Context: an optimization exercise on an open-source flow, tuned for small area and a short achievable clock period. The choices shown serve that exercise and are no tape-out recipe.
Power and IR drop assume default switching activity.

==> flow/design.v <==
module IEEE754_AdderSubtract
(
	input clock,
	input resetn,
	input [31:0] a,
	input [31:0] b,
	output [31:0] y
);
	wire [7:0]  ea = a[30:23];
	wire [7:0]  eb = b[30:23];
	wire [7:0]  d;                               
	wire        ge;                              
	bk_add #(8) u_dba (eb, ~ea, 1'b1, d, ge);
	wire [3:0]  dt  = {1'b0, ea[7:5]} - {1'b0, eb[7:5]};
	wire        big = (dt == 4'd1)  ? (ea[4:0] >= eb[4:0]) :
	                  (dt == 4'hf)  ? (eb[4:0] >= ea[4:0]) : (dt != 4'd0);
	reg         v1, sa1, sb1, ge1, big1;
	reg  [7:0]  eg1;
	reg  [4:0]  d1;
	reg  [22:0] ma1, mb1;
	always @(posedge clock) begin
		v1   <= resetn;
		sa1  <= a[31];
		sb1  <= b[31];
		ge1  <= ge;
		eg1  <= ge ? eb : ea;
		big1 <= big;
		d1   <= d[4:0];
		ma1  <= a[22:0];
		mb1  <= b[22:0];
	end
	wire        sg1  = ge1 ? sb1 : sa1;
	wire        sub1 = sa1 ^ sb1;
	wire [22:0] mg = ge1 ? mb1 : ma1;
	wire [23:0] mw = ge1 ? {1'b1, ma1} : {2'b01, mb1[22:1]};
	wire [4:0]  she = big1 ? {4'b1011, ge1} : (d1 ^ {5{~ge1}});
	wire [23:0] sm = mw >> she;
	wire [24:0] A = {2'b01, mg};
	wire [24:0] B = {1'b0, sm} ^ {25{sub1}};
	wire [24:0] p = A ^ B;
	wire [24:0] gc;                              
	wire [24:0] pc;                              
	wire        co;
	bk_prefix #(25, 16) u_pre (A & B, p, gc, pc, co);
	wire        neg = sub1 & ~co;
	wire [24:0] r = p ^ (gc | (pc & {25{co}})) ^ {25{neg}};
	wire        s = sg1 ^ neg;
	wire [4:0]  c;                               
	wire        nz;                              
	lzc32 u_lzc ({r, 7'b0}, c, nz);
	wire [24:0] n1 = c[4] ? {r[8:0], 16'b0} : r;
	wire [24:0] n2 = c[3] ? {n1[16:0], 8'b0} : n1;
	wire [24:0] n3 = c[2] ? {n2[20:0], 4'b0} : n2;
	wire [24:0] n4 = c[0] ? {n3[23:0], 1'b0} : n3;
	wire [4:0]  lz = {c[4:2], c[1] & nz, c[0]};
	wire [7:0]  egp;
	wire [5:0]  et, etd;                         
	bk_add #(8) u_inc (eg1, 8'd0, 1'b1, egp, );
	bk_add #(6) u_et  (egp[7:2], {3'b111, ~lz[4:2]}, 1'b1, et, );
	bk_add #(6) u_etd (egp[7:2], {3'b111, ~lz[4:2]}, 1'b0, etd, );
	reg         s2, k2;
	reg  [5:0]  et2, etd2;
	reg  [1:0]  el2, lz2;
	reg  [23:0] n42;
	always @(posedge clock)
		k2 <= c[1];                              
	always @(posedge clock) begin
		if (!resetn || !v1) begin
			s2   <= 1'b0;
			et2  <= 6'd0;
			etd2 <= 6'd0;
			el2  <= 2'd0;
			lz2  <= 2'd0;
			n42  <= 24'd0;
		end else begin
			s2   <= s;
			et2  <= et;
			etd2 <= etd;
			el2  <= egp[1:0];
			lz2  <= lz[1:0];
			n42  <= n4[23:0];
		end
	end
	wire [23:0] n5 = k2 ? {n42[21:0], 2'b0} : n42;
	wire [2:0]  elo = {1'b0, el2} - {1'b0, lz2};   
	assign y = {s2, elo[2] ? etd2 : et2, elo[1:0], n5[23:1]};
endmodule
module bk_prefix #(parameter N = 8, parameter TOPD = 4)
(
	input  [N-1:0] g,
	input  [N-1:0] p,
	output [N-1:0] gc,
	output [N-1:0] pc,
	output         co
);
	reg [N-1:0] G, P, Gn, Pn;
	integer i, d;
	always @(*) begin
		G = g;
		P = p;
		for (d = 1; d < N; d = d * 2) begin
			Gn = G; Pn = P;
			for (i = 2*d-1; i < N; i = i + 2*d) begin
				Gn[i] = G[i] | (P[i] & G[i-d]);
				Pn[i] = P[i] & P[i-d];
			end
			G = Gn; P = Pn;
		end
		for (d = TOPD; d >= 1; d = d / 2) begin
			Gn = G; Pn = P;
			for (i = 3*d-1; i < N; i = i + 2*d) begin
				Gn[i] = G[i] | (P[i] & G[i-d]);
				Pn[i] = P[i] & P[i-d];
			end
			G = Gn; P = Pn;
		end
	end
	assign gc = {G[N-2:0], 1'b0};
	assign pc = {P[N-2:0], 1'b1};
	assign co = G[N-1];
endmodule
module bk_add #(parameter N = 8, parameter TOPD = 4)
(
	input  [N-1:0] x,
	input  [N-1:0] y,
	input          ci,
	output [N-1:0] s,
	output         co
);
	wire [N-1:0] p = x ^ y;
	wire [N-1:0] gc, pc;
	wire         c;
	bk_prefix #(N, TOPD) u_pre (x & y, p, gc, pc, c);
	assign s  = p ^ (gc | (pc & {N{ci}}));
	assign co = c | (&p & ci);
endmodule
module lzc32
(
	input  [31:0] x,
	output [4:0]  c,
	output        v
);
	wire [3:0] ch, cl;
	wire       vh, vl;
	lzc16 u_h (x[31:16], ch, vh);
	lzc16 u_l (x[15:0],  cl, vl);
	assign v = vh | vl;
	assign c = vh ? {1'b0, ch} : {1'b1, cl};
endmodule
module lzc16
(
	input  [15:0] x,
	output [3:0]  c,
	output        v
);
	wire [2:0] ch, cl;
	wire       vh, vl;
	lzc8 u_h (x[15:8], ch, vh);
	lzc8 u_l (x[7:0],  cl, vl);
	assign v = vh | vl;
	assign c = vh ? {1'b0, ch} : {1'b1, cl};
endmodule
module lzc8
(
	input  [7:0] x,
	output [2:0] c,
	output       v
);
	wire [1:0] ch, cl;
	wire       vh, vl;
	lzc4 u_h (x[7:4], ch, vh);
	lzc4 u_l (x[3:0], cl, vl);
	assign v = vh | vl;
	assign c = vh ? {1'b0, ch} : {1'b1, cl};
endmodule
module lzc4
(
	input  [3:0] x,
	output [1:0] c,
	output       v
);
	assign v = |x;
	assign c[1] = ~(x[3] | x[2]);
	assign c[0] = ~(x[3] | (~x[2] & x[1]));
endmodule
export LEC_CHECK = 0
export ABC_AREA = 1
export CAP_MARGIN = 20
export CORE_MARGIN = 2
export CORE_UTILIZATION = 60
export CTS_BUF_LIST = sky130_fd_sc_hd__clkbuf_8
export GPL_TIMING_DRIVEN = 0
export SLEW_MARGIN = 20
create_clock -name core_clock -period 22.0 [get_ports {clock}]
standard.sh (not shown) runs the stock make flow with config.mk's settings and CLKGATE_MAP_FILE= SYNTH_SCRIPT=/design/flow/synth_recipe.tcl, a recipe that flattens the netlist after the stock synthesis.
==> flow/flow/run.sh <==
#!/bin/bash
# The standard layout, with two changes to how it is made:
#  - the smallest plain buffer (buf_1) as the port buffer on every input and output;
#  - repair_timing aims for 15.9 ns of setup slack (the clock and constraints are unchanged).
set -euo pipefail
bash standard.sh finish "BUFFER_PORTS_ARGS=-buffer_cell sky130_fd_sc_hd__buf_1" SETUP_SLACK_MARGIN=15.9 > standard_flow.log 2>&1
Change:
==> flow/flow/run.sh (replaced) <==
#!/bin/bash
# The standard layout, with two changes to how it is made:
#  - the smallest plain buffer (buf_1) as the port buffer on every input and output;
#  - repair_timing aims for 15.7 ns of setup slack (the clock and constraints are unchanged).
set -euo pipefail
bash standard.sh finish "BUFFER_PORTS_ARGS=-buffer_cell sky130_fd_sc_hd__buf_1" SETUP_SLACK_MARGIN=15.7 > standard_flow.log 2>&1
Effect: The new run produced a clean layout. Register-to-register slack hardly moves. Final area decreases by 2.3%. Power goes down by about 2.6%. Core utilization is lower by 1.8 points. Global-route usage fell by 0.84 points.
No run of this note included a check of the RTL's function; only the layout flow was run.

-- re-timing with driven ports --
In the flow no input, the clock included, has a driving cell. The finished layouts below were timed again as built, in two steps. Step 1 (the two cells are an assumption about what drives the block):
set clk [get_ports {clock}]
set_driving_cell -lib_cell sky130_fd_sc_hd__clkbuf_16 $clk
set_driving_cell -lib_cell sky130_fd_sc_hd__buf_2 [delete_from_list [all_inputs] $clk]
Step 2 also shifts input and output timing later by t, the mid clock arrival at the registers, as if the neighbouring blocks saw the same clock. a / b / c = ideal ports / drivers / drivers and shift; a / b = the first two.
run | shift t [ns] | setup slack, ns | slew at the worst register clock pin (ns) | cell pins on the clock port's net
the first run | 0.420 | 15.767 / 15.730 / 15.607 | 0.11 / 0.11 | 1
the second run | 0.433 | 15.766 / 15.724 / 15.533 | 0.10 / 0.10 | 1
After both steps setup and hold are still met in every run listed. For the second run, which loses most, drivers alone change the setup slack by -0.042 ns; drivers and shift together by -0.233 ns.
